Source: an optimization exercise on an open RTL-to-GDS flow (aim: small area). Production flows keep margins and buffers that such runs may drop. Only simulation tests tie the RTL to the original design; equivalence was not proved.

==> flow/design.v <==
module arbitrage_engine (
    input  clk,
    input  rst,         
    input  uart_rx,
    output uart_tx
);
    wire      s1 = uart_rx;
    reg [8:0] rc;
    reg [3:0] rj;
    wire r_idle = ~rj[3] & rj[1] & ~rj[0];       
    wire r_stop = ~rj[3] & ~rj[1] & ~rj[0];      
    wire r_wrap = rc[8] & rc[7] & rc[5] & rc[3] & ~rc[2] & rc[1] & ~rc[0];
    wire r_ev   = rc[8] & ~rc[7] & ~rc[5] & rc[4] & ~rc[3] & rc[2] & ~rc[0];
    wire dev    = r_ev & rj[3];                  
    wire vld    = r_ev & r_stop;                 
    always @(posedge clk) begin
        if (~rst | r_idle | r_wrap) rc <= 9'd130;
        else rc <= {rc[7:0], ~(rc[8] ^ rc[3])};
        if (~rst | vld) rj <= 4'd6;
        else if (r_wrap | (r_idle & ~s1)) rj <= rj + 4'd1;
    end
    reg [2:0] ps;
    wire p_idle = ~ps[2] & ~ps[0];
    wire p_a    = ~ps[2] & ps[0];
    wire p_bh   = ps[2] & ps[0];
    wire p_b    = ps[2] & ps[1];
    wire p_ft   = ps[2] & ~ps[1];
    reg  m;
    wire m_bit = s1 ^ rj[0] ^ p_ft;              
    always @(posedge clk) begin
        if (r_idle) m <= 1'b1;
        else if (dev) m <= m & ~m_bit;
    end
    reg  [15:0] P;
    reg         br, bh;
    wire        pa   = P[0];
    wire        din  = p_b ? (s1 ^ pa ^ br) : s1;
    wire        xfer;
    wire hz    = ~|P[7:0];
    wire lz    = ~|P[15:8];
    wire eq    = hz & ~bh & lz;
    wire neg   = bh | (hz & br);                 
    wire kh    = br | (neg & lz);
    always @(posedge clk) begin
        if (~rst) ps <= 3'b000;
        else if (ps == 3'b010) ps <= 3'b101;
        else if (ps == 3'b101) ps <= 3'b000;
        else if (vld & p_ft) ps <= (m & ~eq) ? 3'b010 : 3'b000;
        else if (vld & (~p_idle | m)) ps <= {ps[1:0], ~ps[2]};
    end
    always @(posedge clk) begin
        if ((dev & ~p_ft) | xfer) P <= {din, P[15:1]};
        if (p_a | (vld & p_bh)) br <= 1'b0;
        else if (dev & p_b) br <= (~pa & (s1 | br)) | (s1 & br);
        if (vld & p_bh) bh <= br;
    end
    reg [2:0] eb;
    reg [3:0] q;
    reg [8:0] c;
    reg       txd;
    reg       f;         
    reg [15:0] R;
    reg        rneg, k;
    wire t_idle = q == 4'd3;
    wire t_en   = q == 4'd6;
    wire t_pre  = (q == 4'd4) | (q == 4'd5);
    wire t_start= q == 4'd7;
    wire t_data = q[3];
    wire nb     = c[8] & c[7] & c[6] & c[5] & c[3] & c[1] & c[0];
    wire e_idle = ~eb[1] & ~eb[0];
    wire e_sh   = ~eb[1] & eb[0];
    wire e_st   = ~eb[2] & eb[1];
    wire e_prof = eb[2];
    wire e_lo   = eb[2] & ~eb[0];
    wire pick   = ps == 3'b101;
    wire go     = t_idle & ~e_idle;
    assign xfer = e_sh & t_start & c[5] & c[4] & c[1] & c[0];
    wire rtx    = nb & t_data & e_prof;
    always @(posedge clk) begin
        if (~rst) q <= 4'd3;
        else if (pick) q <= 4'd4;
        else if (go) q <= 4'd6;
        else if (nb | (q == 4'd0) | (q == 4'd2) | t_pre | t_en) q <= q + 4'd1;
        if (~rst | nb | t_idle | t_pre | (t_en & ~f)) c <= 9'd230;
        else c <= {c[7:0], ~(c[8] ^ c[3])};
        if (~rst) f <= 1'b0;
        else if (q == 4'd2) f <= 1'b1;
        if (~rst) eb <= 3'd0;
        else if (go | pick) eb <= {eb[1] & eb[0], eb[0], ~eb[2]};
        if (xfer | rtx) R <= {pa, R[15:1]};
        if (pick) rneg <= neg;
        if (pick) k <= kh;
        else if (e_lo & t_start) k <= rneg;
        else if (rtx) k <= k & ~R[0];
    end
    wire [2:0] bi = q[2:0];
    reg  bitval;
    always @(*) begin
        if (e_sh)        bitval = bi[0];
        else if (e_st)   bitval = (bi == 3'd0) ? rneg : (bi == 3'd1) ? ~rneg : 1'b0;
        else if (e_prof) bitval = R[0] ^ rneg ^ k;
        else             bitval = ~bi[0];
    end
    always @(posedge clk) begin
        if (~rst) txd <= 1'b1;
        else if (t_data) txd <= bitval;
        else if (q == 4'd0) txd <= txd;
        else txd <= ~t_start;
    end
    assign uart_tx = txd;
endmodule
Settings: LEC_CHECK=0, CAP_MARGIN=20, CORE_MARGIN=2, CORE_UTILIZATION=40, CTS_BUF_LIST=sky130_fd_sc_hd__clkbuf_4, CTS_CLUSTER_DIAMETER=200, CTS_CLUSTER_SIZE=40, SLEW_MARGIN=20; clock period 20.0 ns.
run.sh (not shown) runs the stock make flow with config.mk's settings and CLKGATE_MAP_FILE= SYNTH_SCRIPT=/design/flow/synth_recipe.tcl, a recipe that flattens the netlist after the stock synthesis.
The starting point went through all stages and came out clean.
Rerun with:
CTS_BUF_LIST = sky130_fd_sc_hd__clkbuf_16   (was sky130_fd_sc_hd__clkbuf_4)
CTS_CLUSTER_DIAMETER = 500   (was 200)
CTS_CLUSTER_SIZE = 100   (was 40)
After rerunning: Synthesized area stays the same; worst hold slack gets worse by 0.0073 ns; clock-buffer cell count went up by 1; setup slack is worse by 0.064 ns; die area is unchanged; synthesized cell count is unchanged.

==> port drivers added, routing unchanged <==
No port has a modelled driver above. Below, the same layouts with a new extraction and two added sets of constraints. Step 1 sets driving cells, clkbuf_16 on the clock port and buf_2 on the other inputs (assumed; they add their load-dependent delay and slew). Step 2 adds t to the input delays and takes it off the output delays; t is the mean of the earliest and latest rising clock arrival at the registers after step 1. Input paths then give back, and output paths get back, about the clock's delay inside the block. a / b / c = no drivers / after step 1 / after step 2; a / b = the first two.
run	t (ns)	setup slack, ns	worst setup path at the end	slew at the worst register clock pin (ns)
the first run	0.418	14.699 / 14.672 / 14.308	input to register	0.11 / 0.11
the second run	0.360	14.635 / 14.651 / 14.290	input to register	0.06 / 0.06
After both steps every run listed still meets setup and hold. For the first run, which loses most, drivers alone change the setup slack by -0.027 ns; drivers and shift together by -0.391 ns.
